What follows belongs to an exercise in optimizing a design on an open flow for small area and a short achievable clock period; a production flow would make more cautious choices. In this exercise RTL edits were held to simulation tests only and were not proved equivalent to the original.

==> trial 67: inputs <==
Design alu_top, start of the top module:
module alu_top(clk, A, B, opcode, OUT);
input clk;
input [31:0] A, B;
input [4:0] opcode;
output [63:0] OUT;
reg [31:0] a_r, b_r;
reg [4:0] op_r;
reg [63:0] out_r;
wire [63:0] alu_out;
ALU u_alu(.A(a_r), .B(b_r), .opcode(op_r), .OUT(alu_out));
always @(posedge clk) begin
  a_r <= A;
  b_r <= B;
  op_r <= opcode;
  out_r <= alu_out;
end
assign OUT = out_r;
endmodule
export LEC_CHECK = 0
export CAP_MARGIN = 20
export CORE_MARGIN = 2
export CORE_UTILIZATION = 70
export PLACE_DENSITY = 0.8
export SLEW_MARGIN = 20
export SYNTH_HIERARCHICAL = 1
export SYNTH_MINIMUM_KEEP_SIZE = 0
create_clock -name core_clock -period 28.0 [get_ports {clk}]
standard.sh (not shown) runs the stock make flow with config.mk's settings and CLKGATE_MAP_FILE= SYNTH_SCRIPT=/design/flow/synth_recipe.tcl, a recipe that flattens the netlist after the stock synthesis.
==> flow/flow/run.sh <==
#!/bin/bash
# Own flow: the standard layout (standard.sh, unchanged synthesis), with
# repair_timing kept to a setup margin so it shortens the critical path, and
# plain buf_1 port buffers instead of the delay-cell buffers buffer_ports picks.
# The SDC is not changed.
set -euo pipefail
bash standard.sh SETUP_SLACK_MARGIN=19 "BUFFER_PORTS_ARGS=-buffer_cell sky130_fd_sc_hd__buf_1" finish > flow_standard.log 2>&1
==> build 89: changes against trial 67 <==
--- a/flow/design.v
+++ b/flow/design.v
@@ -20,19 +20,29 @@
 module fa(a, b, c, s, co);
 input a, b, c;
 output s, co;
 assign s = a ^ b ^ c;
 assign co = (a & b) | (a & c) | (b & c);
 endmodule
-module benc(b, en, one, two, neg);
+module benc_mf(b, op, one, two, neg);
 input [2:0] b;
-input en;
+input [4:0] op;
 output one, two, neg;
+wire en = (op[4:2] == 3'b001) & (op[1] ~^ op[0]);    
 assign one = (b[1] ^ b[0]) & en;
 assign two = ((b[2] & ~b[1] & ~b[0]) | (~b[2] & b[1] & b[0])) & en;
-assign neg = b[2] & en;
+assign neg = b[2];
+endmodule
+module benc_m(b, op, one, two, neg);
+input [2:0] b;
+input [4:0] op;
+output one, two, neg;
+wire en = (op == 5'd4);
+assign one = (b[1] ^ b[0]) & en;
+assign two = ((b[2] & ~b[1] & ~b[0]) | (~b[2] & b[1] & b[0])) & en;
+assign neg = b[2];
 endmodule
 module brow(x, one, two, neg, p);
 input [31:0] x;
 input one, two, neg;
 output [33:0] p;
 assign p = (({2'b0, x} & {34{one}}) | ({1'b0, x, 1'b0} & {34{two}})) ^ {34{neg}};
@@ -831,17 +841,23 @@
 assign s1[19] = fp[19] ^ (pg1459 | pp1460);
 assign s1[20] = fp[20] ^ (pg1365 | pp1366);
 assign s1[21] = fp[21] ^ (pg1461 | pp1462);
 assign s1[22] = fp[22] ^ (pg1367 | pp1368);
 assign s1[23] = fp[23] ^ (pg1463 | pp1464);
 endmodule
-module omux(s, a, b, y);
-input s;
-input [31:0] a, b;
-output [31:0] y;
-assign y = s ? a : b;
+module omux(f, p47, r24, a, b, c, y);
+input f, p47, r24;
+input [7:0] a, b, c;
+output [7:0] y;
+wire s = f ? p47 : r24;
+assign y = ~(s ? a : b) | c;
+endmodule
+module ao3n(a1, b1, a2, b2, a3, b3, y);
+input a1, b1, a2, b2, a3, b3;
+output y;
+assign y = ~((a1 & b1) | (a2 & b2) | (a3 & b3));
 endmodule
 module fa1(b, c, s, co);
 input b, c;
 output s, co;
 assign s = ~(b ^ c);
 assign co = b | c;
@@ -880,16 +896,20 @@
 wire [33:0] ov0 = is_fas ? {10'b0, ma_al} : {2'b0, A};
 wire [31:0] z = is_add ? (B ^ {32{opcode[1]}}) :
                 is_fas ? {8'b0, mb_al ^ {24{eff_sub}}} : 32'b0;
 wire cin = is_add & (opcode[0] ^ opcode[1]);
 wire [34:0] ye = {2'b0, y, 1'b0};
 wire [15:0] one, two, neg;
-wire neg0e = neg[0];
+wire neg0e = neg[0] & en_x;
 genvar k;
 generate for (k = 0; k < 16; k = k + 1) begin : benc
-  benc ue(.b(ye[2*k+2:2*k]), .en(k < 13 ? en_x : is_mul), .one(one[k]), .two(two[k]), .neg(neg[k]));
+  if (k < 13) begin : lo
+    benc_mf ue(.b(ye[2*k+2:2*k]), .op(opcode), .one(one[k]), .two(two[k]), .neg(neg[k]));
+  end else begin : hi
+    benc_m ue(.b(ye[2*k+2:2*k]), .op(opcode), .one(one[k]), .two(two[k]), .neg(neg[k]));
+  end
 end endgenerate
 wire [33:0] bp0;
 wire [33:0] bs0;
 brow ur0(.x(x), .one(one[0]), .two(two[0]), .neg(neg[0]), .p(bs0));
 assign bp0 = ovr ? ov0 : bs0;
 wire [33:0] bp1;
@@ -1535,27 +1555,31 @@
 wire [63:0] prod;
 wire [23:1] prod1;
 fadd uadd(.a({fc1118, fc1116, fc1114, fc1112, fc1110, fc1108, fc1106, fc1104, fc1102, fc1100, fc1098, fc1096, fc1094, fc1092, fc1090, fc1088, fc1086, fc1084, fc1082, fc1080, fc1078, fc1076, fc1074, fc1072, fc1070, fc1068, fc1066, fc1064, fc1062, fc1060, fc1058, fc1056, fc1054, fc1052, fc1050, fc1048, fc1046, fc1044, fc1042, fc1040, fc1038, fc1036, fc1034, fc1032, fc1030, fc1028, fc1026, fc1024, fc1022, fc1020, fc1018, fc1016, fc1014, fc1012, fc1010, fc1008, fc1006, fc1004, fc1002, fc1000, fc998, fc996, hc994, hs993}), .b({fs1119, fs1117, fs1115, fs1113, fs1111, fs1109, fs1107, fs1105, fs1103, fs1101, fs1099, fs1097, fs1095, fs1093, fs1091, fs1089, fs1087, fs1085, fs1083, fs1081, fs1079, fs1077, fs1075, fs1073, fs1071, fs1069, fs1067, fs1065, fs1063, fs1061, fs1059, fs1057, fs1055, fs1053, fs1051, fs1049, fs1047, fs1045, fs1043, fs1041, fs1039, fs1037, fs1035, fs1033, fs1031, fs1029, fs1027, fs1025, fs1023, fs1021, fs1019, fs1017, fs1015, fs1013, fs1011, fs1009, fs1007, fs1005, fs1003, fs1001, fs999, fs997, fs995, hs869}), .s(prod), .s1(prod1));
 wire r24 = prod[24];
 wire p47 = prod[47];
 wire s_m = sa ^ sb;
-wire late = is_fpm ? p47 : r24;
 wire c_add = is_fas & ~eff_sub;
 wire c_sub = is_fas & eff_sub;
 wire s_lo = (eff_sub & ~is_fps) ? sb : sa;
 wire [31:0] pl = (prod[31:0] & {32{sel_p}}) | lg | {31'b0, is_neg & (A == 32'b0)};
-wire [31:0] hi, lo;
-assign hi[22:0] = pl[22:0] | (prod[23:1] & {23{c_add}}) | (prod1[23:1] & {23{c_sub}}) |
-                  (prod[46:24] & {23{is_fpm}});
-assign lo[22:0] = pl[22:0] | (prod[22:0] & {23{c_add}}) | (~prod[23:1] & {23{c_sub}}) |
-                  ({prod[45:24], 1'b0} & {23{is_fpm}});
-assign hi[30:23] = pl[30:23] | (ec1 & {8{is_fas}}) | (em1 & {8{is_fpm}});
-assign lo[30:23] = pl[30:23] | ((eff_sub ? ec1 : ec) & {8{is_fas}}) | (em & {8{is_fpm}});
-assign hi[31] = pl[31] | (is_fas & sa) | (is_fpm & s_m);
-assign lo[31] = pl[31] | (is_fas & s_lo) | (is_fpm & s_m);
-omux uo(.s(late), .a(hi), .b(lo), .y(OUT[31:0]));
+wire [31:0] hn, ln;    
+wire [23:1] nprod = ~prod[23:1];
+genvar m;
+generate for (m = 0; m < 23; m = m + 1) begin : fsig
+  ao3n uh(.a1(prod[m+1]), .b1(c_add), .a2(prod1[m+1]), .b2(c_sub), .a3(prod[m+24]), .b3(is_fpm), .y(hn[m]));
+  ao3n ul(.a1(prod[m]), .b1(c_add), .a2(nprod[m+1]), .b2(c_sub), .a3(m == 0 ? 1'b0 : prod[m+23]), .b3(is_fpm), .y(ln[m]));
+end endgenerate
+assign hn[30:23] = ~((ec1 & {8{is_fas}}) | (em1 & {8{is_fpm}}));
+assign ln[30:23] = ~(((eff_sub ? ec1 : ec) & {8{is_fas}}) | (em & {8{is_fpm}}));
+assign hn[31] = ~((is_fas & sa) | (is_fpm & s_m));
+assign ln[31] = ~((is_fas & s_lo) | (is_fpm & s_m));
+omux uo0(.f(is_fpm), .p47(p47), .r24(r24), .a(hn[7:0]), .b(ln[7:0]), .c(pl[7:0]), .y(OUT[7:0]));
+omux uo1(.f(is_fpm), .p47(p47), .r24(r24), .a(hn[15:8]), .b(ln[15:8]), .c(pl[15:8]), .y(OUT[15:8]));
+omux uo2(.f(is_fpm), .p47(p47), .r24(r24), .a(hn[23:16]), .b(ln[23:16]), .c(pl[23:16]), .y(OUT[23:16]));
+omux uo3(.f(is_fpm), .p47(p47), .r24(r24), .a(hn[31:24]), .b(ln[31:24]), .c(pl[31:24]), .y(OUT[31:24]));
 reg [3:0] tt;
 always @(*) begin
   case (opcode)
     5'd8:  tt = 4'b1000;
     5'd9:  tt = 4'b1110;
     5'd10: tt = 4'b0110;
==> flow/flow/run.sh (replaced) <==
#!/bin/bash
# Own flow: the standard layout (standard.sh, unchanged synthesis), with
# repair_timing kept to a setup margin so it shortens the critical path, and
# plain buf_1 port buffers instead of the delay-cell buffers buffer_ports picks.
# The SDC is not changed.
set -euo pipefail
bash standard.sh SETUP_SLACK_MARGIN=19.5 "BUFFER_PORTS_ARGS=-buffer_cell sky130_fd_sc_hd__buf_1" finish > flow_standard.log 2>&1
==> metrics.md <==
| Metric | Value |
|---|---|
| Multi-input logic area | `0.0295 sq mm` |
| Placed Instance Area | `0.0343 sq mm` |
| CP Data Required Time | `28.45 ns` |
| Synth Cell Area | `0.0338 sq mm` |
| CP Depth | `28` |
| Crit-path max cell delay | `0.61 ns` |
| Outcome | `timing/DRC/antenna clean` |
| Setup WS pre-CTS | `16.58 ns` |
| Fillers | `3480` |
| Post-Route WL | `134000 um` |
| Clk cell area share | `1.65%` |
| Drt first-iter violations | `5529` |
| Synth top area cells | `fa_1 32%, xnor2_1 15%, a22oi_1 12%` |
| Signal buf overhead | `4.51%` |
| Met3 usage | `22.1%` |
| Register Area | `0.00269 sq mm` |
| Most frequent cells in the layout | `597 x xnor2_1, 543 x fa_1, 536 x a22oi_1` |
That was trial 67.
==> metrics.md <==
| Metric | Value |
|---|---|
| CP Data Required Time | `28.39 ns` |
| CP Depth | `24` |
| Synth top area cells | `fa_1 32%, xnor2_1 16%, a22oi_1 12%` |
| Setup WS pre-CTS | `18.04 ns` |
| Most frequent cells in the layout | `624 x xnor2_1, 537 x fa_1, 530 x a22oi_1` |
| Synth Cell Area | `0.0344 sq mm` |
| Fillers | `3470` |
| Placed Instance Area | `0.0350 sq mm` |
| Register Area | `0.00272 sq mm` |
| Drt first-iter violations | `6196` |
| Post-Route WL | `141000 um` |
| Outcome | `timing/DRC/antenna clean` |
| Met3 usage | `24.0%` |
That was build 89.

-- port drivers added, routing unchanged --
The flow's constraints put no driver on any port. The routed layouts listed below were extracted and timed again, unchanged, in two steps.
Step 1, drivers: a clkbuf_16 drives clk and a buf_2 each remaining input, both assumed.
Step 2, shift: input delay + t, output delay - t, t = (earliest + latest rising clock arrival at the registers) / 2. This alone moves slack from input paths to output paths.
a / b / c = ideal / step 1 / step 2; a / b = the first two.
run | t (ns) | setup WS [ns] | slew at the worst register clock pin (ns) | worst slew at a driven data input, ns | pins driven straight from the clock port
trial 67 | 0.562 | 19.085 / 19.085 / 19.085 | 0.08 / 0.08 | 0.04 | 1
build 89 | 0.515 | 19.529 / 19.529 / 19.529 | 0.07 / 0.07 | 0.05 | 1
After both steps every run listed still meets setup and hold.
